From an optimization exercise on the open Yosys and OpenROAD flow, aimed at small area, a short achievable clock period and few clock cycles; shortcuts taken in it are not production practice.
At most, simulation tests tie the RTL to the original design; equivalence was not proved.
The RTL of runs 2 to 5 was laid out without a check of its function.
Power figures rest on the tool's default switching activity, not on a simulated workload.

==> flow/design.v (outline; a module is shown in full before it is edited, if it fits) <==
// module Sobel_Stream_mux_eOg: 25 lines
// module xFGradientX3x3_0_0_s: 67 lines
// module xFGradientY3x3_0_0_s: 67 lines
// module xFSobel3x3: 52 lines
// module xFSobelFilter3x3_bkb_ram: 31 lines
// module xFSobelFilter3x3_bkb: 32 lines
// module xFSobelFilter3x3: 1080 lines
// module Sobel: 171 lines
module Sobel (
        ap_clk,
        ap_rst,
        ap_start,
        ap_done,
        ap_idle,
        ap_ready,
        p_src_mat_rows_read,
        p_src_mat_cols_read,
        p_src_mat_data_V_address0,
        p_src_mat_data_V_ce0,
        p_src_mat_data_V_q0,
        p_dst_matx_data_V_address0,
        p_dst_matx_data_V_ce0,
        p_dst_matx_data_V_we0,
        p_dst_matx_data_V_d0,
        p_dst_maty_data_V_address0,
        p_dst_maty_data_V_ce0,
        p_dst_maty_data_V_we0,
        p_dst_maty_data_V_d0
);
  // ...
==> flow/run.sh <==
#!/bin/bash
# synth_recipe.tcl (not shown) runs the flow's synth.tcl, then flattens the netlist and writes it again
# the make line also repeats each setting of config.mk as NAME=value (left out here)
make -C /OpenROAD-flow-scripts/flow DESIGN_CONFIG=/design/flow/config.mk WORK_HOME=/design/flow/orfs CLKGATE_MAP_FILE= SYNTH_SCRIPT=/design/flow/synth_recipe.tcl finish
==> flow/config.mk <==
export PLATFORM = sky130hd
export DESIGN_NAME = Sobel
export DESIGN_NICKNAME = Sobel
export VERILOG_FILES = /design/flow/design.v
export SDC_FILE = /design/flow/constraint.sdc
export NUM_CORES = 4
export LEC_CHECK = 0
export CAP_MARGIN = 20
export CORE_MARGIN = 2
export CORE_UTILIZATION = 40
export SLEW_MARGIN = 20
==> flow/constraint.sdc <==
create_clock -name core_clock -period 5.0 [get_ports {ap_clk}]
set_input_delay 1.0000 -clock core_clock [delete_from_list [all_inputs] [get_ports {ap_clk}]]
set_output_delay 1.0000 -clock core_clock [all_outputs]
set_load 0.01 [all_outputs]
==> impl_metrics.csv, run 1 <==
group,metric,value,unit
global_routing,grtUsageMet2,29.7,%
layout,antennaDiodeCount,2,
logic_synthesis,synth.area.top_cells,"edfxtp_1 69%, mux4_2 13%, ha_1 2.0%",
timing,finalCritPeriodShare,95.4,%
logic_synthesis,yosys.area_share.adder,3.07,%
pwr,pg_comb,0.351,mW
timing,post-route-min-period,4.77,ns
layout,layout.comb_gates.multi_input,2219,
global_routing,grt-ovfl-total,0,
routing,drt-initial-drc-count,3962,
logic_synthesis,yosys.area.top_type,"edfxtp_1",
pwr,swShare,19.9,%
layout,most-common-layout-cells,"1,897 x edfxtp_1, 477 x mux4_2, 280 x nor2_1",
clock_tree,buffers_inserted_by_post_cts_timing_repair,1,
layout,share_of_cell_area_taken_by_multi_input_logic_gates,24.5,%
floorplan,floorplan.die.height,458,um
layout,fillerInstances,17400,
run_status,outcome,"complete, no violations",
routing,detail_route.wirelength.met1,83.3,mm
timing,hold_viol,0,
global_routing,global_route.peak_usage_layer,"met2",
place,io_buffers,102,
setup_path,crit_top_cell,"inv_1",
routing,routed-wl-met2,93.0,mm
hold_path,timing.hold.worst.class,"reg -> reg",
clock_tree,cts_root_buf,"clkbuf_16",
pwr,power.combinational.fraction,1.1,%
logic_synthesis,synth_simple_gate_area_share,5.29,%
routing,mean_routed_wirelength_per_cell,25.0,um
floorplan,core_region_area,205000,um2
layout,post-route-cell-area,94200,um2
setup_path,worst_setup_path_start_kind,"flop",
timing,clock.fmax,0.210,GHz
clock_tree,cts_made_buffers,202,
floorplan,chipWidth,458,um
layout,finalNetCount,5066,
pwr,static_leakage,32.1,nW
layout,flow.area_growth_from_synthesis,14.0,%
logic_synthesis,muxShareOfSynthArea,14.5,%
setup_path,crit_chain,"inv_1, ha_1, inv_1, fa_1, a21o_1, a21oi_4, o21bai_1, a21oi_2, xnor2_1, fa_1, inv_1, fa_1, inv_1, ha_1, or4_1, nor3_1, o21ai_1, a22oi_4, mux2_2",
Testbench counts, summed over its fixed seeds: cycles 88,217.
==> module Sobel, before the edit <==
module Sobel (
        ap_clk,
        ap_rst,
        ap_start,
        ap_done,
        ap_idle,
        ap_ready,
        p_src_mat_rows_read,
        p_src_mat_cols_read,
        p_src_mat_data_V_address0,
        p_src_mat_data_V_ce0,
        p_src_mat_data_V_q0,
        p_dst_matx_data_V_address0,
        p_dst_matx_data_V_ce0,
        p_dst_matx_data_V_we0,
        p_dst_matx_data_V_d0,
        p_dst_maty_data_V_address0,
        p_dst_maty_data_V_ce0,
        p_dst_maty_data_V_we0,
        p_dst_maty_data_V_d0
);
parameter    ap_ST_fsm_state1 = 2'd1;
parameter    ap_ST_fsm_state2 = 2'd2;
input   ap_clk;
input   ap_rst;
input   ap_start;
output   ap_done;
output   ap_idle;
output   ap_ready;
input  [31:0] p_src_mat_rows_read;
input  [31:0] p_src_mat_cols_read;
output  [11:0] p_src_mat_data_V_address0;
output   p_src_mat_data_V_ce0;
input  [7:0] p_src_mat_data_V_q0;
output  [11:0] p_dst_matx_data_V_address0;
output   p_dst_matx_data_V_ce0;
output   p_dst_matx_data_V_we0;
output  [7:0] p_dst_matx_data_V_d0;
output  [11:0] p_dst_maty_data_V_address0;
output   p_dst_maty_data_V_ce0;
output   p_dst_maty_data_V_we0;
output  [7:0] p_dst_maty_data_V_d0;
reg ap_done;
reg ap_idle;
reg ap_ready;
(* fsm_encoding = "none" *) reg   [1:0] ap_CS_fsm;
wire    ap_CS_fsm_state1;
wire   [15:0] width_fu_38_p1;
reg   [15:0] width_reg_48;
wire   [15:0] height_fu_43_p1;
reg   [15:0] height_reg_53;
wire    grp_xFSobelFilter3x3_fu_26_ap_start;
wire    grp_xFSobelFilter3x3_fu_26_ap_done;
wire    grp_xFSobelFilter3x3_fu_26_ap_idle;
wire    grp_xFSobelFilter3x3_fu_26_ap_ready;
wire   [11:0] grp_xFSobelFilter3x3_fu_26_p_src_mat_data_V_address0;
wire    grp_xFSobelFilter3x3_fu_26_p_src_mat_data_V_ce0;
wire   [11:0] grp_xFSobelFilter3x3_fu_26_p_dst_matx_data_V_address0;
wire    grp_xFSobelFilter3x3_fu_26_p_dst_matx_data_V_ce0;
wire    grp_xFSobelFilter3x3_fu_26_p_dst_matx_data_V_we0;
wire   [7:0] grp_xFSobelFilter3x3_fu_26_p_dst_matx_data_V_d0;
wire   [11:0] grp_xFSobelFilter3x3_fu_26_p_dst_maty_data_V_address0;
wire    grp_xFSobelFilter3x3_fu_26_p_dst_maty_data_V_ce0;
wire    grp_xFSobelFilter3x3_fu_26_p_dst_maty_data_V_we0;
wire   [7:0] grp_xFSobelFilter3x3_fu_26_p_dst_maty_data_V_d0;
reg    grp_xFSobelFilter3x3_fu_26_ap_start_reg;
wire    ap_CS_fsm_state2;
reg   [1:0] ap_NS_fsm;
xFSobelFilter3x3 grp_xFSobelFilter3x3_fu_26(
    .ap_clk(ap_clk),
    .ap_rst(ap_rst),
    .ap_start(grp_xFSobelFilter3x3_fu_26_ap_start),
    .ap_done(grp_xFSobelFilter3x3_fu_26_ap_done),
    .ap_idle(grp_xFSobelFilter3x3_fu_26_ap_idle),
    .ap_ready(grp_xFSobelFilter3x3_fu_26_ap_ready),
    .p_src_mat_data_V_address0(grp_xFSobelFilter3x3_fu_26_p_src_mat_data_V_address0),
    .p_src_mat_data_V_ce0(grp_xFSobelFilter3x3_fu_26_p_src_mat_data_V_ce0),
    .p_src_mat_data_V_q0(p_src_mat_data_V_q0),
    .p_dst_matx_data_V_address0(grp_xFSobelFilter3x3_fu_26_p_dst_matx_data_V_address0),
    .p_dst_matx_data_V_ce0(grp_xFSobelFilter3x3_fu_26_p_dst_matx_data_V_ce0),
    .p_dst_matx_data_V_we0(grp_xFSobelFilter3x3_fu_26_p_dst_matx_data_V_we0),
    .p_dst_matx_data_V_d0(grp_xFSobelFilter3x3_fu_26_p_dst_matx_data_V_d0),
    .p_dst_maty_data_V_address0(grp_xFSobelFilter3x3_fu_26_p_dst_maty_data_V_address0),
    .p_dst_maty_data_V_ce0(grp_xFSobelFilter3x3_fu_26_p_dst_maty_data_V_ce0),
    .p_dst_maty_data_V_we0(grp_xFSobelFilter3x3_fu_26_p_dst_maty_data_V_we0),
    .p_dst_maty_data_V_d0(grp_xFSobelFilter3x3_fu_26_p_dst_maty_data_V_d0),
    .img_height(height_reg_53),
    .img_width(width_reg_48)
);
always @ (posedge ap_clk) begin
    if (ap_rst == 1'b1) begin
        ap_CS_fsm <= ap_ST_fsm_state1;
    end else begin
        ap_CS_fsm <= ap_NS_fsm;
    end
end
always @ (posedge ap_clk) begin
    if (ap_rst == 1'b1) begin
        grp_xFSobelFilter3x3_fu_26_ap_start_reg <= 1'b0;
    end else begin
        if (((ap_start == 1'b1) & (1'b1 == ap_CS_fsm_state1))) begin
            grp_xFSobelFilter3x3_fu_26_ap_start_reg <= 1'b1;
        end else if ((grp_xFSobelFilter3x3_fu_26_ap_ready == 1'b1)) begin
            grp_xFSobelFilter3x3_fu_26_ap_start_reg <= 1'b0;
        end
    end
end
always @ (posedge ap_clk) begin
    if (((ap_start == 1'b1) & (1'b1 == ap_CS_fsm_state1))) begin
        height_reg_53 <= height_fu_43_p1;
        width_reg_48 <= width_fu_38_p1;
    end
end
always @ (*) begin
    if ((((ap_start == 1'b0) & (1'b1 == ap_CS_fsm_state1)) | ((grp_xFSobelFilter3x3_fu_26_ap_done == 1'b1) & (1'b1 == ap_CS_fsm_state2)))) begin
        ap_done = 1'b1;
    end else begin
        ap_done = 1'b0;
    end
end
always @ (*) begin
    if (((ap_start == 1'b0) & (1'b1 == ap_CS_fsm_state1))) begin
        ap_idle = 1'b1;
    end else begin
        ap_idle = 1'b0;
    end
end
always @ (*) begin
    if (((grp_xFSobelFilter3x3_fu_26_ap_done == 1'b1) & (1'b1 == ap_CS_fsm_state2))) begin
        ap_ready = 1'b1;
    end else begin
        ap_ready = 1'b0;
    end
end
always @ (*) begin
    case (ap_CS_fsm)
        ap_ST_fsm_state1 : begin
            if (((ap_start == 1'b1) & (1'b1 == ap_CS_fsm_state1))) begin
                ap_NS_fsm = ap_ST_fsm_state2;
            end else begin
                ap_NS_fsm = ap_ST_fsm_state1;
            end
        end
        ap_ST_fsm_state2 : begin
            if (((grp_xFSobelFilter3x3_fu_26_ap_done == 1'b1) & (1'b1 == ap_CS_fsm_state2))) begin
                ap_NS_fsm = ap_ST_fsm_state1;
            end else begin
                ap_NS_fsm = ap_ST_fsm_state2;
            end
        end
        default : begin
            ap_NS_fsm = 'bx;
        end
    endcase
end
assign ap_CS_fsm_state1 = ap_CS_fsm[32'd0];
assign ap_CS_fsm_state2 = ap_CS_fsm[32'd1];
assign grp_xFSobelFilter3x3_fu_26_ap_start = grp_xFSobelFilter3x3_fu_26_ap_start_reg;
assign height_fu_43_p1 = p_src_mat_rows_read[15:0];
assign p_dst_matx_data_V_address0 = grp_xFSobelFilter3x3_fu_26_p_dst_matx_data_V_address0;
assign p_dst_matx_data_V_ce0 = grp_xFSobelFilter3x3_fu_26_p_dst_matx_data_V_ce0;
assign p_dst_matx_data_V_d0 = grp_xFSobelFilter3x3_fu_26_p_dst_matx_data_V_d0;
assign p_dst_matx_data_V_we0 = grp_xFSobelFilter3x3_fu_26_p_dst_matx_data_V_we0;
assign p_dst_maty_data_V_address0 = grp_xFSobelFilter3x3_fu_26_p_dst_maty_data_V_address0;
assign p_dst_maty_data_V_ce0 = grp_xFSobelFilter3x3_fu_26_p_dst_maty_data_V_ce0;
assign p_dst_maty_data_V_d0 = grp_xFSobelFilter3x3_fu_26_p_dst_maty_data_V_d0;
assign p_dst_maty_data_V_we0 = grp_xFSobelFilter3x3_fu_26_p_dst_maty_data_V_we0;
assign p_src_mat_data_V_address0 = grp_xFSobelFilter3x3_fu_26_p_src_mat_data_V_address0;
assign p_src_mat_data_V_ce0 = grp_xFSobelFilter3x3_fu_26_p_src_mat_data_V_ce0;
assign width_fu_38_p1 = p_src_mat_cols_read[15:0];
endmodule  
==> inputs of run 2 (changes only) <==
==> flow/design.v (replaced) <==
`timescale 1 ns / 1 ps
module Sobel (
    input         ap_clk,
    input         ap_rst,
    input         ap_start,
    output        ap_done,
    output        ap_idle,
    output        ap_ready,
    input  [31:0] p_src_mat_rows_read,
    input  [31:0] p_src_mat_cols_read,
    output [11:0] p_src_mat_data_V_address0,
    output        p_src_mat_data_V_ce0,
    input  [7:0]  p_src_mat_data_V_q0,
    output [11:0] p_dst_matx_data_V_address0,
    output        p_dst_matx_data_V_ce0,
    output        p_dst_matx_data_V_we0,
    output [7:0]  p_dst_matx_data_V_d0,
    output [11:0] p_dst_maty_data_V_address0,
    output        p_dst_maty_data_V_ce0,
    output        p_dst_maty_data_V_we0,
    output [7:0]  p_dst_maty_data_V_d0
);
localparam H  = 8;             
localparam LH = 3;             
localparam PW = 4;             
localparam NS = LH + 1;        
reg        busy;               
reg        run;                
reg [6:0]  C;                  
reg [12:0] rem;                
reg        last;               
reg [PW-1:0] lm1;              
reg [PW-1:0] p;                
reg [6:0]  c;                  
reg        flush;              
reg        ovl;                
reg        s0;                 
reg        t0;                 
reg [11:0] rd;                 
reg [11:0] cb;                 
reg        rdce;
wire accept = !busy && ap_start;
wire colend = (p == lm1);
wire [12:0] remn = rem - H;
wire nfull  = (rem >= 2*H + 1);         
wire nlast  = (remn <= H + 1);
wire [4:0] lm1_init = (p_src_mat_rows_read[12:0] <= H + 1) ? p_src_mat_rows_read[PW-1:0] : H + 1;
reg  [PW-1:0] n_p;
reg  [6:0]  n_c;
reg         n_flush, n_ovl, n_s0, n_t0, n_run, n_last;
reg  [12:0] n_rem;
reg  [PW-1:0] n_lm1;
reg  [11:0] n_rd, n_cb;
always @(*) begin
    n_p = p + 1'b1; n_c = c; n_flush = flush; n_ovl = ovl; n_s0 = s0; n_t0 = t0;
    n_run = run; n_last = last; n_rem = rem; n_lm1 = lm1;
    n_rd = rd + C; n_cb = cb;
    if (colend) begin
        n_p = 0;
        if (flush) begin
            if (last) begin
                n_run = 1'b0;
            end else begin
                n_c = 0; n_flush = 1'b0; n_ovl = 1'b0; n_s0 = 1'b0;
                n_rem = remn; n_last = nlast; n_lm1 = nlast ? remn[PW-1:0] : H + 1;
                n_rd = rd - {C, 1'b0};
                n_cb = n_rd;
            end
        end else if (c == C - 1) begin
            if (!last && nfull) begin
                n_c = 0; n_ovl = 1'b1; n_s0 = 1'b0; n_t0 = s0;
                n_rem = remn; n_last = nlast; n_lm1 = H + 1;
                n_rd = rd - {C, 1'b0} + 1'b1;
                n_cb = n_rd;
            end else begin
                n_c = C; n_flush = 1'b1; n_ovl = 1'b0; n_t0 = s0;
                n_rd = cb + 1'b1; n_cb = n_rd;
            end
        end else begin
            n_c = c + 1'b1; n_ovl = 1'b0; n_t0 = s0;
            n_rd = cb + 1'b1; n_cb = n_rd;
        end
    end
end
always @(posedge ap_clk) begin
    if (ap_rst) begin
        busy <= 1'b0;
        run  <= 1'b0;
        rdce <= 1'b0;
    end else if (accept) begin
        busy <= 1'b1;
        run  <= 1'b1;
        rdce <= 1'b1;
    end else begin
        if (ap_done) busy <= 1'b0;
        run  <= run & n_run;
        rdce <= run & n_run & !n_flush & !(n_last && n_p >= n_rem[PW:0]);
    end
end
always @(posedge ap_clk) begin
    if (accept) begin
        C    <= p_src_mat_cols_read[6:0];
        rem  <= p_src_mat_rows_read[12:0];
        last <= (p_src_mat_rows_read[12:0] <= H + 1);
        lm1  <= lm1_init[PW-1:0];
        p    <= 0;
        c    <= 0;
        flush <= 1'b0;
        ovl  <= 1'b0;
        s0   <= 1'b1;
        t0   <= 1'b1;
        rd   <= 12'd0;
        cb   <= 12'd0;
    end else if (run) begin
        C    <= C;
        rem  <= n_rem;
        last <= n_last;
        lm1  <= n_lm1;
        p    <= n_p;
        c    <= n_c;
        flush <= n_flush;
        ovl  <= n_ovl;
        s0   <= n_s0;
        t0   <= n_t0;
        rd   <= n_rd;
        cb   <= n_cb;
    end
end
assign p_src_mat_data_V_address0 = rd;
assign p_src_mat_data_V_ce0      = rdce;
wire m_ocol  = (c != 0) || ovl;
wire m_valid = run && m_ocol && ((p >= 2) || (p == 1 && t0));
wire m_top   = t0 && (p == 1);
wire m_left  = ovl ? (C == 1) : (c == 1);
wire m_right = ovl;
wire m_last  = run && flush && last && colend;
wire [11:0] m_offh = {{(5-LH){1'b0}}, C, {LH{1'b0}}};
wire [11:0] m_off1 = {5'd0, C};
wire [11:0] m_addr = rd + ~(ovl ? m_offh : m_off1);
reg        m1_valid, m1_top, m1_left, m1_right, m1_last;
reg [11:0] m1_addr;
reg        m2_valid, m2_top, m2_left, m2_right, m2_last;
reg [11:0] m2_addr;
reg        ce_d1;
always @(posedge ap_clk) begin
    if (ap_rst) begin
        m1_valid <= 1'b0; m1_last <= 1'b0;
        m2_valid <= 1'b0; m2_last <= 1'b0;
        ce_d1 <= 1'b0;
    end else begin
        m1_valid <= m_valid; m1_last <= m_last;
        m2_valid <= m1_valid; m2_last <= m1_last;
        ce_d1 <= rdce;
    end
end
always @(posedge ap_clk) begin
    m1_top <= m_top; m1_left <= m_left; m1_right <= m_right; m1_addr <= m_addr;
    m2_top <= m1_top; m2_left <= m1_left; m2_right <= m1_right; m2_addr <= m1_addr;
end
wire [PW-1:0] vlen = lm1 - 1'b1;
reg  [NS-1:0] sen;    
always @(posedge ap_clk) begin
    if (vlen[LH]) sen <= {NS{1'b1}};
    else          sen <= {1'b0, vlen[0 +: LH]};
end
reg [7:0] e0, e1, e2, f0, f1, f2, g0, g1, g2;
reg [8*H-1:0] va, vb;
wire [7:0] ca [0:NS];    
wire [7:0] cv [0:NS];    
assign ca[0] = e1;
assign cv[0] = f1;
genvar gi, gj;
generate
    for (gi = 0; gi < NS; gi = gi + 1) begin : seg
        localparam integer LEN  = (gi < LH) ? (1 << gi) : 1;
        localparam integer BASE = (gi < LH) ? ((1 << gi) - 1) : (H - 1);
        always @(posedge ap_clk) begin
            va[8*BASE +: 8] <= ca[gi];
            vb[8*BASE +: 8] <= cv[gi];
        end
        for (gj = 1; gj < LEN; gj = gj + 1) begin : st
            always @(posedge ap_clk) begin
                va[8*(BASE+gj) +: 8] <= va[8*(BASE+gj-1) +: 8];
                vb[8*(BASE+gj) +: 8] <= vb[8*(BASE+gj-1) +: 8];
            end
        end
        assign ca[gi+1] = sen[gi] ? va[8*(BASE+LEN-1) +: 8] : ca[gi];
        assign cv[gi+1] = sen[gi] ? vb[8*(BASE+LEN-1) +: 8] : cv[gi];
    end
endgenerate
always @(posedge ap_clk) begin
    e0 <= ce_d1 ? p_src_mat_data_V_q0 : 8'd0;
    e1 <= e0;
    e2 <= e1;
    f0 <= ca[NS];
    f1 <= f0;
    f2 <= f1;
    g0 <= cv[NS];
    g1 <= g0;
    g2 <= g1;
end
wire [7:0] a0 = m2_left ? 8'd0 : g0;
wire [7:0] a1 = m2_left ? 8'd0 : g1;
wire [7:0] a2 = (m2_left | m2_top) ? 8'd0 : g2;
wire [7:0] b0 = f0;
wire [7:0] b2 = m2_top ? 8'd0 : f2;
wire [7:0] d0 = m2_right ? 8'd0 : e0;
wire [7:0] d1 = m2_right ? 8'd0 : e1;
wire [7:0] d2 = (m2_right | m2_top) ? 8'd0 : e2;
wire [11:0] sxp = {4'd0, d2} + {3'd0, d1, 1'b0} + {4'd0, d0};
wire [11:0] sxm = {4'd0, a2} + {3'd0, a1, 1'b0} + {4'd0, a0};
wire [11:0] syp = {4'd0, a0} + {3'd0, b0, 1'b0} + {4'd0, d0};
wire [11:0] sym = {4'd0, a2} + {3'd0, b2, 1'b0} + {4'd0, d2};
wire [11:0] gx = sxp - sxm;
wire [11:0] gy = syp - sym;
wire [7:0] cx = gx[11] ? 8'd0 : (|gx[10:8]) ? 8'd255 : gx[7:0];
wire [7:0] cy = gy[11] ? 8'd0 : (|gy[10:8]) ? 8'd255 : gy[7:0];
reg [7:0]  ox, oy;
reg [11:0] oa;
reg        owe, odone;
always @(posedge ap_clk) begin
    ox <= cx;
    oy <= cy;
    oa <= m2_addr;
end
always @(posedge ap_clk) begin
    if (ap_rst) begin
        owe   <= 1'b0;
        odone <= 1'b0;
    end else begin
        owe   <= m2_valid;
        odone <= m2_last & !odone;
    end
end
assign p_dst_matx_data_V_address0 = oa;
assign p_dst_matx_data_V_ce0      = owe;
assign p_dst_matx_data_V_we0      = owe;
assign p_dst_matx_data_V_d0       = ox;
assign p_dst_maty_data_V_address0 = oa;
assign p_dst_maty_data_V_ce0      = owe;
assign p_dst_maty_data_V_we0      = owe;
assign p_dst_maty_data_V_d0       = oy;
assign ap_done  = odone;
assign ap_ready = odone;
assign ap_idle  = !busy && !ap_start;
endmodule
==> impl_metrics.csv, run 2 <==
group,metric,value,unit
setup_path,timing.rr.start,"m2_left",
setup_path,setup.reg_to_reg.worst_slack,0.27,ns
setup_path,worst_setup_path_start_kind,"flop",
clock_tree,clk_pin_slew_worst_paths,0.06,ns
floorplan,io_pins,135,
hold_path,timing.hold.worst.class,"reg -> reg",
layout,register_area,6660,um2
floorplan,chipWidth,195,um
timing,slew_headroom,31.0,%
pwr,power.combinational.fraction,24.3,%
layout,fillerInstances,3460,
hold_path,min_from,"va[27]",
floorplan,initial_utilization,40.3,%
global_routing,grt_antenna_before_repair,0,
logic_synthesis,yosys.cell_types.count,80,
floorplan,die_outline_area,38100,um2
logic_synthesis,synth_seq_cells,320,
place,io_buffers,90,
setup_path,worstRegToRegCells,17,
routing,avgViaCountPerCell,4.95,
logic_synthesis,yosysMostFrequentCell,"dfxtp_1",
routing,number_of_antenna_violating_nets_in_the_routed_design,0,
pwr,vdd_ir_drop_max,0.284,mV
global_routing,maximum_number_of_pins_on_one_net_before_global_route_repair,37,
layout,antennaDiodeCount,0,
global_routing,grt_pass1_wl,50.7,mm
timing,final.setup.worst_slack,0.271,ns
clock_tree,tritoncts,"done",
place,hpwl,22.2,mm
pwr,power.clock.fraction,35.6,%
logic_synthesis,async_set_or_reset_register_ratio_after_synthesis,0,%
pwr,power.density_cell_area,437,nW/um2
clock_tree,cts_made_buffers,35,
global_routing,grt-ovfl-total,0,
layout,most-common-layout-cells,"295 x dfxtp_1, 141 x inv_1, 90 x clkdlybuf4s50_1",
logic_synthesis,synth.area.top_cells,"dfxtp_1 40%, fa_1 8.4%, ha_1 6.0%",
clock_tree,clock_tree.buffer_depth,3,
routing,mean_routed_wirelength_per_cell,15.4,um
run_status,outcome,"complete, no violations",
hold_path,hold_path_depth,0,
layout,stdcell_count,1977,
routing,drt-initial-drc-count,506,
pwr,power,7.46,mW
logic_synthesis,area_share_of_the_largest_cell_type_after_synthesis,40.4,%
routing,drt-total-wl,30.5,mm
layout,post-route-cell-area,17100,um2
logic_synthesis,synth_seq_area_share,45.5,%
pwr,power.switching,2.12,mW
clock_tree,buffers_inserted_by_post_cts_timing_repair,0,
place,dp_worst_setup_slack,0.0623,ns
hold_path,worstHoldEndpoint,"va[35]",
logic_synthesis,synthesis.area_per_instance,10.4,um2
layout,reg_top3,"va: 56 flops, vb: 56 flops, rem: 13 flops",
global_routing,global_route.usage.total,16.4,%
setup_path,rr_endpoint,"ox[3]",
floorplan,core_region_area,36300,um2
logic_synthesis,dominantRegCellSynth,"dfxtp_1",
floorplan,rows,70,
layout,flow.area_growth_from_synthesis,16.8,%
logic_synthesis,ys_top_cells_by_count,"295 x dfxtp_1, 141 x inv_1, 81 x nand2_1",
routing,post-route-drc-count,0,
routing,routed-via-count,9778,
logic_synthesis,yosys.area.top_type,"dfxtp_1",
timing,worstMarginPinSlew,1.03,ns
timing,finalCritPeriodShare,94.6,%
setup_path,worst-endpoint-arrival,5.10,ns
global_routing,first_global_vias,9877,
pwr,swShare,28.4,%
pwr,static_leakage,7.23,nW
pwr,seqPwrFrac,40.1,%
run,reported_max_cap_violation_count,0,
place,postPlaceCellArea,15900,um2
logic_synthesis,synth_edf_count,25,
logic_synthesis,synth-warning-count,1,
setup_path,worstSetupPathType,"reg -> reg",
clock_tree,clock_latency_at_the_later_pin_of_the_worst_skew_pair,0.53,ns
timing,clock.fmax,0.211,GHz
timing,setup-violations-final,0,
timing,tns,0,ns
clock_tree,cts_root_buf,"clkbuf_16",
timing,rsz0062_at_grt,"no",
layout,final_core_utilization,47.1,%
place,gpl.final_weighted_congestion,0.854,
setup_path,timing.critical_path.required,5.37,ns
layout,drive_above_1_share,10.9,%
timing,finalMaxSlewViolations,0,
timing,post-route-min-period,4.73,ns
layout,finalNetCount,1688,
timing,hold_viol,0,
place,post-place-cells,1913,
setup_path,element_type_at_the_critical_path_end,"flop",
timing,hold_slack,0.309,ns
timing,final.setup_skew,0.0222,ns
clock_tree,tritoncts_num_sinks,320,
setup_path,critical_path_peak_fanout,8,
layout,multi_input_area,7070,um2
floorplan,floorplan.die.height,195,um
logic_synthesis,synthesis.area,14600,um2
pwr,intPower,5.34,mW
routing,drt_pre_antenna_iters,5,
clock_tree,htreeDepth,2,
logic_synthesis,syn-instance-count,1404,
layout,final_common_cell,"dfxtp_1",
logic_synthesis,syn_nets,1610,
## run 2: worst max-delay path: stages, from the launching register on
cell,delay (ns)
dfxtp_1,0.46
nor2_1,0.10
nand2_1,0.12
fa_1,0.45
fa_1,0.55
inv_1,0.06
fa_1,0.58
inv_1,0.06
ha_1,0.29
a21o_1,0.18
a21oi_1,0.20
nor2b_1,0.07
o21a_1,0.20
o41ai_1,0.26
buf_4,0.18
mux2i_1,0.07
o221ai_1,0.58
a21oi_1,0.16
## run 2: kinds of logic after synthesis
logic type	synth area share [%]
AOI/OAI and AO/OA	10.2
xor gates and xnor gates	4.61
adders and majority gates	14.3
buffers and inverters	6.21
DFF	45.5
muxes	6.08
and+or+nand+nor	13.1
## run 2: how the worst max path moves through the flow
stage                 start    end  slack (ns)  cells after the start
floorplan           m2_left  ox[0]        0.43                     16
global placement     m2_top  ox[0]        0.12                     16
detailed placement   m2_top  ox[3]        0.06                     16
CTS                  m2_top  ox[3]        0.02                     16
global route         m2_top  ox[0]        0.01                     17
finish              m2_left  ox[3]        0.27                     17
## run 2: layer usage
| layer | track usage [%] | share of wire [%] |
|---|---|---|
| met5 | 0 | 0 |
| met4 | 5.97 | 2.9 |
| met3 | 2.52 | 3.8 |
| met2 | 28.0 | 47 |
| met1 | 21.0 | 46 |
## run 2: power by group through the flow
stage	sequential, mW	clock (mW)	combinational, mW
after floorplan	3.06	0	1.20
after global placement	3.05	0	1.78
after detailed placement	3.05	0	1.81
after CTS	3.00	2.74	1.82
after global routing	3.03	2.85	2.04
final	2.99	2.66	1.81
## run 2: area by class of cell
type	instances	share of cell area, %
multi-input cells	877	41.4
inverters	142	3.12
well taps	468	3.43
clock buffers	48	5.96
flip-flops and latches	320	39.0
clock inverters	16	1.09
repair buffers	106	5.98
## run 2: timing repair
item                                    CTS  global route
endpoints found under the setup margin    0            16
hold buffers                              0             0
resized for setup                         0             2
==> inputs of run 3 (changes only) <==
==> flow/design.v (replaced) <==
`timescale 1 ns / 1 ps
module Sobel (
    input         ap_clk,
    input         ap_rst,
    input         ap_start,
    output        ap_done,
    output        ap_idle,
    output        ap_ready,
    input  [31:0] p_src_mat_rows_read,
    input  [31:0] p_src_mat_cols_read,
    output [11:0] p_src_mat_data_V_address0,
    output        p_src_mat_data_V_ce0,
    input  [7:0]  p_src_mat_data_V_q0,
    output [11:0] p_dst_matx_data_V_address0,
    output        p_dst_matx_data_V_ce0,
    output        p_dst_matx_data_V_we0,
    output [7:0]  p_dst_matx_data_V_d0,
    output [11:0] p_dst_maty_data_V_address0,
    output        p_dst_maty_data_V_ce0,
    output        p_dst_maty_data_V_we0,
    output [7:0]  p_dst_maty_data_V_d0
);
localparam LH = 3;             
localparam H  = 1 << LH;       
localparam PW = LH + 1;        
localparam NS = LH + 1;        
wire [12:0] R_in = p_src_mat_rows_read[12:0];
wire [6:0]  C_in = p_src_mat_cols_read[6:0];
reg          busy;             
reg          run;              
reg  [5:0]   cm1;              
reg  [12:0]  rem;              
reg          nfull;            
reg          nlast;            
reg  [PW-1:0] nvlen;           
reg          last;             
reg  [PW-1:0] vlen;            
reg  [PW-1:0] p;               
reg          colend;           
reg  [6:0]   c;                
reg          flush;            
reg          ovl;              
reg          s0;               
reg          t0;               
reg  [11:0]  rd;               
reg  [11:0]  cb;               
reg          rdce;
wire accept  = !busy && ap_start;
wire lastcol = (c[5:0] == cm1) && !c[6];
wire st_new  = colend && (flush ? !last : (lastcol && !last && nfull));   
wire st_fl   = colend && !flush && lastcol && (last || !nfull);            
wire st_col  = colend && !flush && !lastcol;                               
wire st_end  = colend && flush && last;
wire        sel_cb = st_fl || st_col;
wire [11:0] ad_a = sel_cb ? cb : rd;
wire [11:0] ad_b = st_new ? ~{5'd0, cm1, 1'b1} : sel_cb ? 12'd0 : {6'd0, cm1};
wire        ad_ci = !(st_new && flush);
wire [11:0] ad_s = ad_a + ad_b + ad_ci;
wire         n_run    = run && !st_end;
wire         n_flush  = st_fl ? 1'b1 : st_new ? 1'b0 : flush;
wire         n_last   = st_new ? nlast : last;
wire [PW-1:0] n_p     = colend ? {PW{1'b0}} : p + 1'b1;
wire         n_colend = !colend && (p == vlen);
always @(posedge ap_clk) begin
    if (ap_rst) begin
        busy <= 1'b0;
        run  <= 1'b0;
        rdce <= 1'b0;
    end else if (accept) begin
        busy <= 1'b1;
        run  <= 1'b1;
        rdce <= 1'b1;
    end else begin
        if (ap_done) busy <= 1'b0;
        run  <= n_run;
        rdce <= n_run && !n_flush && !(n_last && n_colend);
    end
end
always @(posedge ap_clk) begin
    nfull <= (rem >= 2*H + 1);
    nlast <= (rem <= 2*H + 1);
    nvlen <= (rem <= 2*H + 1) ? rem[PW-1:0] - (H + 1) : H;
    if (accept) begin
        cm1    <= C_in[5:0] - 1'b1;
        rem    <= R_in;
        last   <= (R_in <= H + 1);
        vlen   <= (R_in <= H + 1) ? R_in[PW-1:0] - 1'b1 : H;
        p      <= 0;
        colend <= 1'b0;
        c      <= 0;
        flush  <= 1'b0;
        ovl    <= 1'b0;
        s0     <= 1'b1;
        t0     <= 1'b1;
        rd     <= 12'd0;
        cb     <= 12'd0;
    end else begin
        p      <= n_p;
        colend <= n_colend;
        flush  <= n_flush;
        last   <= n_last;
        if (colend) begin
            rd <= ad_s;
            if (st_new || st_fl || st_col) cb <= ad_s;
        end else begin
            rd <= ad_s;
        end
        if (st_new) begin
            rem  <= rem - H;
            vlen <= nvlen;
            s0   <= 1'b0;
            c    <= 0;
            ovl  <= !flush;
            t0   <= s0;
        end
        if (st_fl || st_col) begin
            c   <= c + 1'b1;
            ovl <= 1'b0;
            t0  <= s0;
        end
    end
end
assign p_src_mat_data_V_address0 = rd;
assign p_src_mat_data_V_ce0      = rdce;
wire m_valid  = run && ((c != 0) || ovl) && ((p >= 2) || (p == 1 && t0));
wire m_top    = t0 && (p == 1);
wire m_left   = ovl ? (cm1 == 0) : (c == 1);
wire m_last   = run && st_end;
wire m_fcol   = t0 ? (p == 1) : (p == 2);
wire m_fstrip = m_left && !t0;
reg m1_valid, m1_top, m1_left, m1_right, m1_last, m1_fcol, m1_fstrip;
reg m2_valid, m2_right, m2_last, m2_fcol, m2_fstrip;
reg m3_valid, m3_right, m3_last, m3_fcol, m3_fstrip;
reg ce_d1;
always @(posedge ap_clk) begin
    if (ap_rst) begin
        m1_valid <= 1'b0; m1_last <= 1'b0;
        m2_valid <= 1'b0; m2_last <= 1'b0;
        m3_valid <= 1'b0; m3_last <= 1'b0;
        ce_d1 <= 1'b0;
    end else begin
        m1_valid <= m_valid;  m1_last <= m_last;
        m2_valid <= m1_valid; m2_last <= m1_last;
        m3_valid <= m2_valid; m3_last <= m2_last;
        ce_d1 <= rdce;
    end
end
always @(posedge ap_clk) begin
    m1_top <= m_top; m1_left <= m_left; m1_right <= ovl; m1_fcol <= m_fcol; m1_fstrip <= m_fstrip;
    m2_right <= m1_right; m2_fcol <= m1_fcol; m2_fstrip <= m1_fstrip;
    m3_right <= m2_right; m3_fcol <= m2_fcol; m3_fstrip <= m2_fstrip;
end
reg  [NS-1:0] sen;
always @(posedge ap_clk) begin
    if (vlen[LH]) sen <= {NS{1'b1}};
    else          sen <= {1'b0, vlen[LH-1:0]};
end
reg [7:0] e0, e1, e2, f0, f1, f2, g0, g1, g2;
reg [8*H-1:0] va, vb;
wire [7:0] ca [0:NS];
wire [7:0] cv [0:NS];
assign ca[0] = e1;
assign cv[0] = f1;
genvar gi, gj;
generate
    for (gi = 0; gi < NS; gi = gi + 1) begin : seg
        localparam integer LEN  = (gi < LH) ? (1 << gi) : 1;
        localparam integer BASE = (gi < LH) ? ((1 << gi) - 1) : (H - 1);
        always @(posedge ap_clk) begin
            va[8*BASE +: 8] <= ca[gi];
            vb[8*BASE +: 8] <= cv[gi];
        end
        for (gj = 1; gj < LEN; gj = gj + 1) begin : st
            always @(posedge ap_clk) begin
                va[8*(BASE+gj) +: 8] <= va[8*(BASE+gj-1) +: 8];
                vb[8*(BASE+gj) +: 8] <= vb[8*(BASE+gj-1) +: 8];
            end
        end
        assign ca[gi+1] = sen[gi] ? va[8*(BASE+LEN-1) +: 8] : ca[gi];
        assign cv[gi+1] = sen[gi] ? vb[8*(BASE+LEN-1) +: 8] : cv[gi];
    end
endgenerate
always @(posedge ap_clk) begin
    e0 <= ce_d1 ? p_src_mat_data_V_q0 : 8'd0;
    e1 <= e0;
    e2 <= (m1_top || m1_right) ? 8'd0 : e1;
    f0 <= ca[NS];
    f1 <= f0;
    f2 <= m1_top ? 8'd0 : f1;
    g0 <= m1_left ? 8'd0 : cv[NS];
    g1 <= g0;
    g2 <= m1_top ? 8'd0 : g1;
end
wire [7:0] d0y = m2_right ? 8'd0 : e0;
reg [9:0] sxp, sxm, syp, sym;
always @(posedge ap_clk) begin
    sxp <= {2'd0, e2} + {1'd0, e1, 1'b0} + {2'd0, e0};
    sxm <= {2'd0, g2} + {1'd0, g1, 1'b0} + {2'd0, g0};
    syp <= {2'd0, g0} + {1'd0, f0, 1'b0} + {2'd0, d0y};
    sym <= {2'd0, g2} + {1'd0, f2, 1'b0} + {2'd0, e2};
end
wire [10:0] gx = {1'b0, sxp} - {1'b0, sxm};
wire [10:0] gy = {1'b0, syp} - {1'b0, sym};
wire [7:0] cx = (gx[10] || m3_right) ? 8'd0 : (|gx[9:8]) ? 8'd255 : gx[7:0];
wire [7:0] cy = gy[10] ? 8'd0 : (|gy[9:8]) ? 8'd255 : gy[7:0];
reg [7:0]  ox, oy;
reg [11:0] oa, wcb;
reg        owe, odone;
wire [11:0] wa_a = (m3_fcol && !m3_fstrip) ? wcb : oa;
wire [11:0] wa_n = wa_a + (m3_fcol ? 12'd0 : {6'd0, cm1}) + 1'b1;
always @(posedge ap_clk) begin
    ox <= cx;
    oy <= cy;
    if (accept) wcb <= 12'hfff;
    else if (m3_valid && m3_fcol) wcb <= wa_n;
    if (m3_valid) oa <= wa_n;
end
always @(posedge ap_clk) begin
    if (ap_rst) begin
        owe   <= 1'b0;
        odone <= 1'b0;
    end else begin
        owe   <= m3_valid;
        odone <= m3_last;
    end
end
assign p_dst_matx_data_V_address0 = oa;
assign p_dst_matx_data_V_ce0      = owe;
assign p_dst_matx_data_V_we0      = owe;
assign p_dst_matx_data_V_d0       = ox;
assign p_dst_maty_data_V_address0 = oa;
assign p_dst_maty_data_V_ce0      = owe;
assign p_dst_maty_data_V_we0      = owe;
assign p_dst_maty_data_V_d0       = oy;
assign ap_done  = odone;
assign ap_ready = odone;
assign ap_idle  = !busy && !ap_start;
endmodule
--- a/flow/config.mk
+++ b/flow/config.mk
@@ -6,6 +6,8 @@
 export NUM_CORES = 4
 export LEC_CHECK = 0
+export ABC_CLOCK_PERIOD_IN_PS = 2500
 export CAP_MARGIN = 20
 export CORE_MARGIN = 2
-export CORE_UTILIZATION = 40
+export CORE_UTILIZATION = 55
+export SETUP_SLACK_MARGIN = 2.5
 export SLEW_MARGIN = 20
==> impl_metrics.csv, run 3 <==
group,metric,value,unit
timing,worstMarginPinSlew,0.986,ns
setup_path,worstSetupPathType,"reg -> reg",
logic_synthesis,area_share_of_the_largest_cell_type_after_synthesis,45.5,%
pwr,power.switching,2.28,mW
setup_path,worst_setup_path_start_kind,"flop",
setup_path,timing.rr.start,"cm1[3]",
global_routing,global_route.usage.total,20.7,%
routing,number_of_antenna_violating_nets_in_the_routed_design,0,
global_routing,grt-ovfl-total,0,
pwr,swShare,27.2,%
logic_synthesis,dominantRegCellSynth,"dfxtp_1",
clock_tree,htreeDepth,2,
floorplan,floorplan.die.height,169,um
run,reported_max_cap_violation_count,0,
hold_path,timing.hold.worst.class,"reg -> reg",
routing,drt_pre_antenna_iters,4,
floorplan,chipWidth,169,um
global_routing,first_global_vias,9715,
timing,setup-violations-final,0,
place,gpl.final_weighted_congestion,0.818,
routing,drt-total-wl,29.3,mm
timing,slew_headroom,34.2,%
routing,routed-via-count,9597,
layout,flow.area_growth_from_synthesis,21.1,%
logic_synthesis,synth_edf_count,35,
pwr,intPower,6.12,mW
layout,finalNetCount,1664,
clock_tree,tritoncts_num_sinks,377,
logic_synthesis,synth_seq_area_share,52.5,%
pwr,static_leakage,8.02,nW
setup_path,timing.critical_path.from,"cm1[3]",
pwr,power.density_cell_area,461,nW/um2
setup_path,timing.critical_path.required,5.36,ns
floorplan,rows,60,
timing,final.setup_skew,0.0119,ns
clock_tree,ctsHoldBuffers,0,
clock_tree,tritoncts,"done",
layout,reg_top3,"va: 64 flops, vb: 64 flops, rem: 13 flops",
logic_synthesis,synthesis.area,15000,um2
timing,finalMaxSlewViolations,0,
logic_synthesis,synthesis.area_per_instance,11.2,um2
timing,hold_viol,0,
layout,antennaDiodeCount,0,
setup_path,setup.reg_to_reg.worst_slack,1.58,ns
timing,finalCritPeriodShare,68.5,%
clock_tree,clock_latency_at_the_later_pin_of_the_worst_skew_pair,0.52,ns
clock_tree,clk_pin_slew_worst_paths,0.06,ns
timing,post-route-min-period,3.42,ns
pwr,vdd_ir_drop_max,0.347,mV
floorplan,core_region_area,26900,um2
global_routing,grt_pass1_wl,47.7,mm
routing,mean_routed_wirelength_per_cell,15.9,um
routing,drt-initial-drc-count,335,
place,hpwl,20.0,mm
floorplan,die_outline_area,28700,um2
logic_synthesis,syn_nets,1546,
pwr,seqPwrFrac,41.7,%
logic_synthesis,yosys.area.top_type,"dfxtp_1",
logic_synthesis,async_set_or_reset_register_ratio_after_synthesis,0,%
run_status,outcome,"complete, no violations",
setup_path,crit_end,"cb[11]",
logic_synthesis,synth-warning-count,1,
pwr,power.clock.fraction,36.2,%
timing,hold_slack,0.318,ns
logic_synthesis,yosysMostFrequentCell,"dfxtp_1",
floorplan,io_pins,135,
routing,avgViaCountPerCell,5.22,
layout,drive_above_1_share,17.2,%
logic_synthesis,ys_top_cells_by_count,"342 x dfxtp_1, 86 x ha_1, 79 x nand2_1",
layout,final_core_utilization,67.8,%
layout,final_common_cell,"dfxtp_1",
setup_path,rr_endpoint,"cb[11]",
logic_synthesis,syn-instance-count,1348,
logic_synthesis,synth_seq_cells,377,
setup_path,element_type_at_the_critical_path_end,"flop",
setup_path,critical_path_peak_fanout,6,
setup_path,worst-endpoint-arrival,3.78,ns
timing,rsz0062_at_grt,"yes",
clock_tree,cts_root_buf,"clkbuf_16",
pwr,power.combinational.fraction,22.1,%
place,io_buffers,89,
setup_path,worstRegToRegCells,12,
global_routing,grt_antenna_before_repair,0,
logic_synthesis,yosys.cell_types.count,71,
clock_tree,clock_tree.buffer_depth,3,
clock_tree,cts_made_buffers,40,
logic_synthesis,synth.area.top_cells,"dfxtp_1 46%, ha_1 7.2%, edfxtp_1 7.0%",
timing,tns,0,ns
timing,clock.fmax,0.292,GHz
floorplan,initial_utilization,56.0,%
routing,post-route-drc-count,0,
global_routing,maximum_number_of_pins_on_one_net_before_global_route_repair,52,
layout,most-common-layout-cells,"333 x dfxtp_1, 78 x ha_1, 76 x nand2_1",
## run 3: cell types whose count changed after synthesis, sizes merged, moves of 11 or more
cell / delta
inv: -67
xor2: -12
a21oi: -17
nor2: +21
nand3: -17
dfxtp: +47
xnor2: +11
nor2b: +12
clkbuf: -12
ha: +16
fa: -24
nand2b: -11
## run 3: repair_timing
item / CTS / global route
pin swaps: 20 / 19
buffers inserted: 30 / 7
setup endpoints to repair: 78 / 78
cloned: 1 / 0
gates resized for setup: 42 / 66
## run 3: worst max-delay path, stage by stage, from the launching register on
cell and delay, ns:
edfxtp_1 0.44, xor2_1 0.17, or4_4 0.55, o21ai_4 0.17, buf_6 0.16, mux2_2 0.34
ha_1 0.29, nor2_2 0.24, a21o_1 0.19, a31oi_4 0.05, a221oi_4 0.37, mux2i_1 0.22
a21oi_1 0.08
## run 3: how the worst min path moves through the flow
stage                    to     from  slack (ns)  cells past startpoint
floorplan           m3_fcol  m2_fcol        0.31                      0
global placement     vb[55]   vb[47]        0.31                      0
detailed placement  m2_fcol  m1_fcol        0.31                      0
CTS                  vb[53]   vb[45]        0.32                      0
global route         vb[53]   vb[45]        0.32                      0
finish               va[47]   va[39]        0.32                      0
## run 3: layout make-up
class	count	area (um2)
clock buffers	51	1110
clock inverters	21	255
fillers	2075	8660
inverters	74	278
multi-input cells	845	6980
flip-flops and latches	377	7920
well taps	341	427
repair buffers	128	1240
## run 3: metrics by stage
stage	setup slack, ns	std cells	power, mW	cell area [um2]
3_3_place_gp	1.18	1727	5.19	16200
6_report	1.58	1837	8.40	18200
3_5_place_dp	1.13	1727	5.21	16200
4_1_cts	1.58	1830	8.38	18000
5_1_grt	1.42	1837	8.83	18200
2_1_floorplan	1.73	1348	4.73	15200
## run 3: metal layers
layer  global-route usage [%]  vias up  wire length [um]
met5                        0        -                 0
met3                     3.54       43               932
met4                     5.46        0               495
met1                     25.8     4573             13300
li1                         -     4845                 -
met2                     37.1      136             14600
## run 3: kinds of logic after synthesis
family,synth area share (%)
xor gates and xnor gates,4.43
DFF,52.5
muxes,6.21
and+or+nand+nor,11.6
buffers and inverters,3.69
AOI/OAI and AO/OA,9.45
adders and majority gates,12.1
## run 3: power groups by stage
stage,clock network (mW),logic (mW),registers (mW)
floorplan,0,1.17,3.55
global placement,0,1.62,3.56
detailed placement,0,1.64,3.57
CTS,3.11,1.77,3.51
global route,3.23,2.07,3.53
finish,3.04,1.86,3.50
==> inputs of run 4 (changes only) <==
--- a/flow/config.mk
+++ b/flow/config.mk
@@ -6,5 +6,4 @@
 export NUM_CORES = 4
 export LEC_CHECK = 0
-export ABC_CLOCK_PERIOD_IN_PS = 2500
 export CAP_MARGIN = 20
 export CORE_MARGIN = 2
==> impl_metrics.csv, run 4 <==
group,metric,value,unit
run,reported_max_cap_violation_count,0,
clock_tree,clock_latency_at_the_later_pin_of_the_worst_skew_pair,0.52,ns
logic_synthesis,synthesis.area_per_instance,11.2,um2
clock_tree,clock_tree.buffer_depth,3,
logic_synthesis,async_set_or_reset_register_ratio_after_synthesis,0,%
layout,drive_above_1_share,17.2,%
logic_synthesis,yosys.area.top_type,"dfxtp_1",
setup_path,critical_path_peak_fanout,6,
run_status,outcome,"complete, no violations",
routing,post-route-drc-count,0,
setup_path,worst-endpoint-arrival,3.78,ns
logic_synthesis,synth_seq_cells,377,
timing,final.setup.worst_slack,1.58,ns
logic_synthesis,synth.area.top_cells,"dfxtp_1 46%, ha_1 7.2%, edfxtp_1 7.0%",
logic_synthesis,compound_gate_portion_of_the_synthesized_area,9.45,%
place,postPlaceCellArea,16200,um2
logic_synthesis,synth_simple_gate_area_share,11.6,%
timing,clock.fmax,0.292,GHz
layout,register_area,7920,um2
routing,drt-total-wl,29.3,mm
pwr,static_leakage,8.02,nW
layout,antennaDiodeCount,0,
hold_path,min_from,"va[39]",
setup_path,worstSetupPathType,"reg -> reg",
layout,finalNetCount,1664,
layout,multi_input_area,6980,um2
logic_synthesis,syn-instance-count,1348,
hold_path,hold_path_depth,0,
setup_path,timing.rr.start,"cm1[3]",
setup_path,setup.reg_to_reg.worst_slack,1.58,ns
setup_path,timing.critical_path.required,5.36,ns
floorplan,die_outline_area,28700,um2
global_routing,grt_pass1_wl,47.7,mm
layout,fillerInstances,2075,
layout,post-route-cell-area,18200,um2
layout,reg_top3,"va: 64 flops, vb: 64 flops, rem: 13 flops",
global_routing,grt-ovfl-total,0,
timing,finalCritPeriodShare,68.5,%
timing,final.setup_skew,0.0119,ns
logic_synthesis,synth_top_family_by_area,"adder cells",
floorplan,floorplan.die.height,169,um
pwr,power.density_cell_area,461,nW/um2
global_routing,grt_antenna_before_repair,0,
hold_path,worstHoldEndpoint,"va[47]",
setup_path,crit_chain,"xor2_1, or4_4, o21ai_4, buf_6, mux2_2, ha_1, nor2_2, a21o_1, a31oi_4, a221oi_4, mux2i_1, a21oi_1",
timing,slew_headroom,34.2,%
logic_synthesis,synthesis.area,15000,um2
setup_path,standard_cell_with_the_maximum_stage_delay_on_the_critical_path,"or4_4",
logic_synthesis,yosys.area_share.adder,12.1,%
timing,hold_viol,0,
clock_tree,tritoncts,"done",
logic_synthesis,yosysMostFrequentCell,"dfxtp_1",
logic_synthesis,synth_seq_area_share,52.5,%
setup_path,worstRegToRegCells,12,
floorplan,core_region_area,26900,um2
timing,worstMarginPinSlew,0.986,ns
timing,post-route-min-period,3.42,ns
place,io_buffers,89,
clock_tree,tritoncts_num_sinks,377,
clock_tree,ctsHoldBuffers,0,
timing,setup-violations-final,0,
layout,flow.area_growth_from_synthesis,21.1,%
place,dp_worst_setup_slack,1.13,ns
floorplan,initial_utilization,56.0,%
floorplan,chipWidth,169,um
logic_synthesis,yosys.area_share.xor_xnor,4.43,%
routing,avgViaCountPerCell,5.22,
clock_tree,cts_made_buffers,40,
clock_tree,cts_root_buf,"clkbuf_16",
clock_tree,htreeDepth,2,
routing,drt-initial-drc-count,335,
pwr,vdd_ir_drop_max,0.347,mV
global_routing,global_route.usage.total,20.7,%
logic_synthesis,syn_nets,1546,
layout,most-common-layout-cells,"333 x dfxtp_1, 78 x ha_1, 76 x nand2_1",
logic_synthesis,area_share_of_the_largest_cell_type_after_synthesis,45.5,%
logic_synthesis,yosys.cell_types.count,71,
setup_path,crit_path_largest_cell_delay,0.55,ns
place,gpl.final_weighted_congestion,0.818,
timing,tns,0,ns
routing,drt_pre_antenna_iters,4,
routing,routed-via-count,9597,
logic_synthesis,ys_top_cells_by_count,"342 x dfxtp_1, 86 x ha_1, 79 x nand2_1",
routing,number_of_antenna_violating_nets_in_the_routed_design,0,
logic_synthesis,synth-warning-count,1,
global_routing,maximum_number_of_pins_on_one_net_before_global_route_repair,52,
global_routing,first_global_vias,9715,
timing,finalMaxSlewViolations,0,
place,hpwl,20.0,mm
timing,rsz0062_at_grt,"yes",
logic_synthesis,synth_edf_count,35,
clock_tree,clk_pin_slew_worst_paths,0.06,ns
hold_path,timing.hold.worst.class,"reg -> reg",
pwr,power,8.40,mW
routing,mean_routed_wirelength_per_cell,15.9,um
logic_synthesis,muxShareOfSynthArea,6.21,%
logic_synthesis,dominantRegCellSynth,"dfxtp_1",
setup_path,element_type_at_the_critical_path_end,"flop",
setup_path,rr_endpoint,"cb[11]",
layout,final_common_cell,"dfxtp_1",
floorplan,rows,60,
floorplan,io_pins,135,
setup_path,worst_setup_path_start_kind,"flop",
==> run 4: how the worst max path moves through the flow <==
stage / to / start / depth (start not counted) / slack [ns]
3_5_place_dp: cb[11] / cm1[2] / 11 / 1.13
5_1_grt: cb[11] / cm1[3] / 12 / 1.42
3_3_place_gp: cb[11] / cm1[2] / 11 / 1.18
2_1_floorplan: cb[10] / cm1[2] / 13 / 1.73
4_1_cts: rd[10] / cm1[3] / 13 / 1.58
6_report: cb[11] / cm1[3] / 12 / 1.58
==> run 4: layer usage <==
layer	global-route usage (%)	part of all wire, %	vias to the layer above
li1	-	-	4845
met2	37.1	50	136
met4	5.46	1.7	0
met3	3.54	3.2	43
met1	25.8	45	4573
met5	0	0	-
==> run 4: cells by family after synthesis <==
group                    Yosys count
adder cells (fa/ha/maj)          123
multiplexers                      85
buffers and inverters            127
AO/OA/AOI/OAI                    213
XOR/XNOR                          76
AND/OR/NAND/NOR                  347
flip-flops                       377
==> run 4: through the flow <==
| step | utilization, % | hold slack, ns | std cells |
|---|---|---|---|
| after floorplan | - | 0.309 | 1348 |
| after global placement | 60.4 | 0.310 | 1727 |
| after detailed placement | 60.4 | 0.312 | 1727 |
| after CTS | 66.8 | 0.315 | 1830 |
| after global routing | 67.8 | 0.317 | 1837 |
| final | 67.8 | 0.318 | 1837 |
==> run 4: timing repair <==
item                       CTS  global route
setup endpoints to repair   78            78
cloned                       1             0
buffers inserted            30             7
gates resized for setup     42            66
pin swaps                   20            19
==> run 4: critical path, delay by kind of cell (launching register included) <==
family	cells	cell delay, ns
AO/OA/AOI/OAI	5	0.86
XOR/XNOR	1	0.17
adder cells (fa/ha/maj)	1	0.29
buffers and inverters	1	0.16
flip-flops	1	0.44
multiplexers	2	0.56
AND/OR/NAND/NOR	2	0.79
==> run 4: final cells by class <==
class / count / area share [%]
timing repair buffer: 128 / 6.83
tap: 341 / 2.34
multi-input combinational: 845 / 38.3
inverter: 74 / 1.52
clock inverter: 21 / 1.40
sequential: 377 / 43.5
clock buffer: 51 / 6.11
==> run 4: power by group <==
part / internal, mW / switching, mW
logic: 0.938 / 0.921
clock network: 1.85 / 1.19
registers: 3.34 / 0.167
total: 6.12 / 2.28
==> inputs of run 5 (changes only) <==
--- a/flow/design.v
+++ b/flow/design.v
@@ -21,5 +21,5 @@
     output [7:0]  p_dst_maty_data_V_d0
 );
-localparam LH = 3;             
+localparam LH = 4;             
 localparam H  = 1 << LH;       
 localparam PW = LH + 1;        
@@ -38,5 +38,12 @@
 reg  [PW-1:0] p;               
 reg          colend;           
-reg  [6:0]   c;                
+reg          cn;               
+reg          r1;               
+reg  [5:0]   cr;               
+reg          lastcol;          
+reg          col0, col1;       
+reg          c1;               
+reg          k_col, k_new;     
+reg          k_ci;             
 reg          flush;            
 reg          ovl;              
@@ -47,14 +54,12 @@
 reg          rdce;
 wire accept  = !busy && ap_start;
-wire lastcol = (c[5:0] == cm1) && !c[6];
 wire st_new  = colend && (flush ? !last : (lastcol && !last && nfull));   
 wire st_fl   = colend && !flush && lastcol && (last || !nfull);            
 wire st_col  = colend && !flush && !lastcol;                               
 wire st_end  = colend && flush && last;
-wire        sel_cb = st_fl || st_col;
-wire [11:0] ad_a = sel_cb ? cb : rd;
-wire [11:0] ad_b = st_new ? ~{5'd0, cm1, 1'b1} : sel_cb ? 12'd0 : {6'd0, cm1};
-wire        ad_ci = !(st_new && flush);
-wire [11:0] ad_s = ad_a + ad_b + ad_ci;
+wire ext     = flush && last && !r1;
+wire [11:0] ad_a = k_col ? cb : rd;
+wire [11:0] ad_b = k_new ? ~{5'd0, cm1, 1'b1} : k_col ? 12'd0 : {6'd0, cm1};
+wire [11:0] ad_s = ad_a + ad_b + k_ci;
 wire         n_run    = run && !st_end;
 wire         n_flush  = st_fl ? 1'b1 : st_new ? 1'b0 : flush;
@@ -62,4 +67,7 @@
 wire [PW-1:0] n_p     = colend ? {PW{1'b0}} : p + 1'b1;
 wire         n_colend = !colend && (p == vlen);
+wire         n_cn     = !colend && !cn && (p == vlen);
+wire         n_kcol   = n_colend && !flush && (!lastcol || last || !nfull);
+wire         n_knew   = n_colend && (flush ? !last : (lastcol && !last && nfull));
 always @(posedge ap_clk) begin
     if (ap_rst) begin
@@ -74,19 +82,20 @@
         if (ap_done) busy <= 1'b0;
         run  <= n_run;
-        rdce <= n_run && !n_flush && !(n_last && n_colend);
-    end
-end
-always @(posedge ap_clk) begin
-    nfull <= (rem >= 2*H + 1);
-    nlast <= (rem <= 2*H + 1);
-    nvlen <= (rem <= 2*H + 1) ? rem[PW-1:0] - (H + 1) : H;
+        rdce <= n_run && !n_flush && !(r1 && n_colend);
+    end
+end
+always @(posedge ap_clk) begin
+    nfull <= (rem >= 2*H + 2);
+    nlast <= (rem <= 2*H + 2);
+    nvlen <= (rem <= 2*H + 2) ? rem[PW-1:0] - (H + 2) : H;
     if (accept) begin
         cm1    <= C_in[5:0] - 1'b1;
         rem    <= R_in;
-        last   <= (R_in <= H + 1);
-        vlen   <= (R_in <= H + 1) ? R_in[PW-1:0] - 1'b1 : H;
+        last   <= (R_in <= H + 2);
+        vlen   <= (R_in <= H + 2) ? ((R_in == 13'd1) ? {PW{1'b0}} : R_in[PW-1:0] - 2'd2) : H;
+        r1     <= (R_in == 13'd1);
+        cn     <= 1'b0;
         p      <= 0;
         colend <= 1'b0;
-        c      <= 0;
         flush  <= 1'b0;
         ovl    <= 1'b0;
@@ -95,27 +104,41 @@
         rd     <= 12'd0;
         cb     <= 12'd0;
-    end else begin
+        cr     <= C_in[5:0] - 1'b1;
+        lastcol <= (C_in[5:0] == 6'd1);
+        c1     <= (C_in[5:0] == 6'd1);
+        col0   <= 1'b1;
+        col1   <= 1'b0;
+        k_col  <= 1'b0;
+        k_new  <= 1'b0;
+        k_ci   <= 1'b1;
+    end else begin
+        k_col  <= n_kcol;
+        k_new  <= n_knew;
+        k_ci   <= !(n_knew && flush);
         p      <= n_p;
-        colend <= n_colend;
+        colend <= ext ? cn : n_colend;
+        cn     <= n_cn;
         flush  <= n_flush;
         last   <= n_last;
-        if (colend) begin
-            rd <= ad_s;
-            if (st_new || st_fl || st_col) cb <= ad_s;
-        end else begin
-            rd <= ad_s;
-        end
+        rd <= ad_s;
+        if (k_col || k_new) cb <= ad_s;
         if (st_new) begin
             rem  <= rem - H;
             vlen <= nvlen;
             s0   <= 1'b0;
-            c    <= 0;
+            cr   <= cm1;
+            lastcol <= c1;
+            col0 <= 1'b1;
+            col1 <= 1'b0;
             ovl  <= !flush;
             t0   <= s0;
         end
         if (st_fl || st_col) begin
-            c   <= c + 1'b1;
-            ovl <= 1'b0;
-            t0  <= s0;
+            cr   <= cr - 1'b1;
+            lastcol <= (cr == 6'd1);
+            col0 <= 1'b0;
+            col1 <= col0;
+            ovl  <= 1'b0;
+            t0   <= s0;
         end
     end
@@ -123,10 +146,12 @@
 assign p_src_mat_data_V_address0 = rd;
 assign p_src_mat_data_V_ce0      = rdce;
-wire m_valid  = run && ((c != 0) || ovl) && ((p >= 2) || (p == 1 && t0));
+wire m_bot    = last && !r1 && ((p == 0 && !col0 && !col1) || (flush && colend));
+wire m_valid  = run && (((!col0 || ovl) && ((p >= 2) || (p == 1 && t0))) || m_bot);
 wire m_top    = t0 && (p == 1);
-wire m_left   = ovl ? (cm1 == 0) : (c == 1);
+wire m_left   = ovl ? c1 : col1;
 wire m_last   = run && st_end;
 wire m_fcol   = t0 ? (p == 1) : (p == 2);
 wire m_fstrip = m_left && !t0;
+reg m1_bot, m2_bot;
 reg m1_valid, m1_top, m1_left, m1_right, m1_last, m1_fcol, m1_fstrip;
 reg m2_valid, m2_right, m2_last, m2_fcol, m2_fstrip;
@@ -147,4 +172,5 @@
 end
 always @(posedge ap_clk) begin
+    m1_bot <= m_bot; m2_bot <= m1_bot;
     m1_top <= m_top; m1_left <= m_left; m1_right <= ovl; m1_fcol <= m_fcol; m1_fstrip <= m_fstrip;
     m2_right <= m1_right; m2_fcol <= m1_fcol; m2_fstrip <= m1_fstrip;
@@ -192,10 +218,12 @@
     g2 <= m1_top ? 8'd0 : g1;
 end
+wire [7:0] d0x = m2_bot ? 8'd0 : e0;
+wire [7:0] g0x = m2_bot ? 8'd0 : g0;
 wire [7:0] d0y = m2_right ? 8'd0 : e0;
 reg [9:0] sxp, sxm, syp, sym;
 always @(posedge ap_clk) begin
-    sxp <= {2'd0, e2} + {1'd0, e1, 1'b0} + {2'd0, e0};
-    sxm <= {2'd0, g2} + {1'd0, g1, 1'b0} + {2'd0, g0};
-    syp <= {2'd0, g0} + {1'd0, f0, 1'b0} + {2'd0, d0y};
+    sxp <= {2'd0, e2} + {1'd0, e1, 1'b0} + {2'd0, d0x};
+    sxm <= {2'd0, g2} + {1'd0, g1, 1'b0} + {2'd0, g0x};
+    syp <= m2_bot ? 10'd0 : {2'd0, g0} + {1'd0, f0, 1'b0} + {2'd0, d0y};
     sym <= {2'd0, g2} + {1'd0, f2, 1'b0} + {2'd0, e2};
 end
--- a/flow/config.mk
+++ b/flow/config.mk
@@ -9,4 +9,6 @@
 export CORE_MARGIN = 2
 export CORE_UTILIZATION = 55
+export CTS_CLUSTER_DIAMETER = 60
+export CTS_CLUSTER_SIZE = 24
 export SETUP_SLACK_MARGIN = 2.5
 export SLEW_MARGIN = 20
==> impl_metrics.csv, run 5 <==
group,metric,value,unit
floorplan,initial_utilization,55.5,%
clock_tree,clock_tree.buffer_depth,3,
timing,rsz0062_at_grt,"yes",
floorplan,io_pins,135,
setup_path,setup.reg_to_reg.worst_slack,2.41,ns
floorplan,rows,67,
setup_path,crit_buf_inv,1,
global_routing,grt_antenna_before_repair,0,
logic_synthesis,area_share_of_the_largest_cell_type_after_synthesis,51.2,%
clock_tree,cts_root_buf,"clkbuf_16",
pwr,vdd_ir_drop_max,0.325,mV
run_status,outcome,"complete, no violations",
setup_path,worstSetupPathType,"reg -> reg",
timing,worstMarginPinSlew,1.14,ns
timing,post-route-min-period,2.59,ns
routing,drt-initial-drc-count,388,
timing,finalCritPeriodShare,51.8,%
timing,slew_headroom,24.0,%
place,io_buffers,89,
pwr,power.density_cell_area,476,nW/um2
clock_tree,tritoncts_num_sinks,519,
setup_path,standard_cell_with_the_maximum_stage_delay_on_the_critical_path,"fa_1",
timing,final.setup_skew,0.0156,ns
global_routing,grt-ovfl-total,0,
clock_tree,clock_latency_at_the_later_pin_of_the_worst_skew_pair,0.53,ns
logic_synthesis,synthesis.area,18500,um2
layout,drive_above_1_share,16.4,%
logic_synthesis,synth_seq_area_share,58.6,%
floorplan,chipWidth,187,um
routing,drt-total-wl,33.4,mm
clock_tree,tritoncts,"done",
setup_path,crit_path_largest_cell_delay,0.47,ns
global_routing,global_route.usage.total,19.3,%
timing,finalMaxSlewViolations,0,
logic_synthesis,dominantRegCellSynth,"dfxtp_1",
layout,antennaDiodeCount,0,
place,dp_worst_setup_slack,1.90,ns
clock_tree,htreeDepth,2,
routing,drt_pre_antenna_iters,4,
pwr,static_leakage,9.31,nW
logic_synthesis,synth_seq_cells,519,
routing,routed-via-count,10900,
clock_tree,ctsHoldBuffers,0,
layout,flow.area_growth_from_synthesis,16.4,%
logic_synthesis,synthesis.area_per_instance,11.7,um2
clock_tree,cts_made_buffers,35,
logic_synthesis,ys_top_cells_by_count,"473 x dfxtp_1, 107 x nor2_1, 99 x nand2_1",
timing,tns,0,ns
layout,reg_top3,"va: 128 flops, vb: 128 flops, rem: 13 flops",
timing,final.setup.worst_slack,2.41,ns
routing,mean_routed_wirelength_per_cell,15.4,um
logic_synthesis,synth_edf_count,46,
logic_synthesis,yosys.area.top_type,"dfxtp_1",
setup_path,critical_path_peak_fanout,7,
setup_path,element_type_at_the_critical_path_end,"flop",
setup_path,worst_setup_path_start_kind,"flop",
floorplan,die_outline_area,35100,um2
logic_synthesis,synth-warning-count,1,
setup_path,crit_chain,"nand2b_4, fa_1, inv_1, ha_2, a21o_1, a21oi_2, o21bai_2, a2111oi_2, or3_1, mux2_4",
global_routing,maximum_number_of_pins_on_one_net_before_global_route_repair,41,
logic_synthesis,syn-instance-count,1584,
hold_path,timing.hold.worst.class,"reg -> reg",
routing,avgViaCountPerCell,5.01,
routing,post-route-drc-count,0,
timing,clock.fmax,0.386,GHz
floorplan,floorplan.die.height,187,um
place,gpl.final_weighted_congestion,0.820,
logic_synthesis,async_set_or_reset_register_ratio_after_synthesis,0,%
pwr,power,10.2,mW
logic_synthesis,synth.area.top_cells,"dfxtp_1 51%, edfxtp_1 7.5%, ha_1 5.7%",
run,reported_max_cap_violation_count,0,
timing,setup-violations-final,0,
layout,finalNetCount,1899,
timing,hold_slack,0.322,ns
layout,most-common-layout-cells,"459 x dfxtp_1, 103 x nor2_1, 99 x nand2_1",
floorplan,core_region_area,33400,um2
logic_synthesis,yosysMostFrequentCell,"dfxtp_1",
global_routing,first_global_vias,11200,
routing,number_of_antenna_violating_nets_in_the_routed_design,0,
layout,fillerInstances,2716,
global_routing,grt_pass1_wl,55.3,mm
logic_synthesis,syn_nets,1780,
setup_path,worst-endpoint-arrival,3.01,ns
setup_path,critical-path-top-delay-family,"compound AO/OA/AOI/OAI gates",
layout,final_common_cell,"dfxtp_1",
logic_synthesis,yosys.cell_types.count,60,
clock_tree,clk_pin_slew_worst_paths,0.09,ns
place,hpwl,22.7,mm
timing,hold_viol,0,
setup_path,timing.critical_path.required,5.42,ns
[run 5: cell count changes after synthesis, sizes merged, moves of 8 or more]
cell | previous run | this run
edfxtp | 35 | 46
inv | 74 | 86
a221oi | 10 | 0
dfxtp | 342 | 473
nor2b | 55 | 63
nor3 | 38 | 27
o21ai | 61 | 52
mux2 | 66 | 87
nand2 | 79 | 99
nor2 | 77 | 107
nand3 | 14 | 24
[run 5: area by class of cell]
type                    instances  area (um2)  share of cell area [%]
clock buffers                  39         943                    4.38
clock inverters                19         238                    1.10
inverters                      86         323                    1.50
multi-input cells             923        7310                    33.9
flip-flops and latches        519       10900                    50.5
well taps                     448         561                    2.60
repair buffers                138        1280                    5.94
[run 5: path summary, 6_finish.rpt]
kind	to	startpoint	cells past startpoint
setup / recovery	syp[8]	m2_right	10
hold reg to reg	vb[76]	vb[68]	0
setup reg to reg	syp[8]	m2_right	10
hold / removal	vb[76]	vb[68]	0
[run 5: cells by family (layout without fill, tap and decap cells)]
group,after synthesis,in the layout,synth area share (%)
muxes,112,112,6.81
and+or+nand+nor,407,407,10.7
AOI/OAI and AO/OA,205,205,7.10
adders and majority gates,121,121,9.68
DFF,519,519,58.6
xor gates and xnor gates,78,78,3.69
buffers and inverters,142,282,3.34
[run 5: layer usage]
metal	wire, um	global-route usage, %
met1	15100	24.7
met2	16400	34.1
met3	941	2.63
met4	859	5.84
met5	0	0
[run 5: stage by stage]
stage / std cells / utilization (%) / cell area, um2
5_1_grt: 2172 / 64.5 / 21500
6_report: 2172 / 64.5 / 21500
4_1_cts: 2155 / 63.6 / 21200
3_3_place_gp: 2069 / 59.2 / 19700
2_1_floorplan: 1584 / - / 18600
3_5_place_dp: 2069 / 59.2 / 19700
[run 5: repair_timing]
item / in CTS / in global routing
setup endpoints to repair: 88 / 90
resized for setup: 51 / 60
pin swaps: 15 / 35
setup buffers: 28 / 17
[run 5: power breakdown]
| group | internal [mW] | switching, mW | leakage [nW] | total, mW |
|---|---|---|---|---|
| logic | 1.16 | 1.22 | 4.44 | 2.38 |
| clock network | 1.46 | 1.53 | 0.578 | 2.99 |
| registers | 4.64 | 0.229 | 4.30 | 4.87 |
| total | 7.26 | 2.98 | 9.31 | 10.2 |

Re-timed with assumed drivers on the ports (clkbuf_16 on the clock, buf_2 on other inputs), run 5 has 2.409 ns of setup slack against 2.409 ns with ideal ports, and 2.104 ns once port delays also move by the mid clock arrival of 0.572 ns.
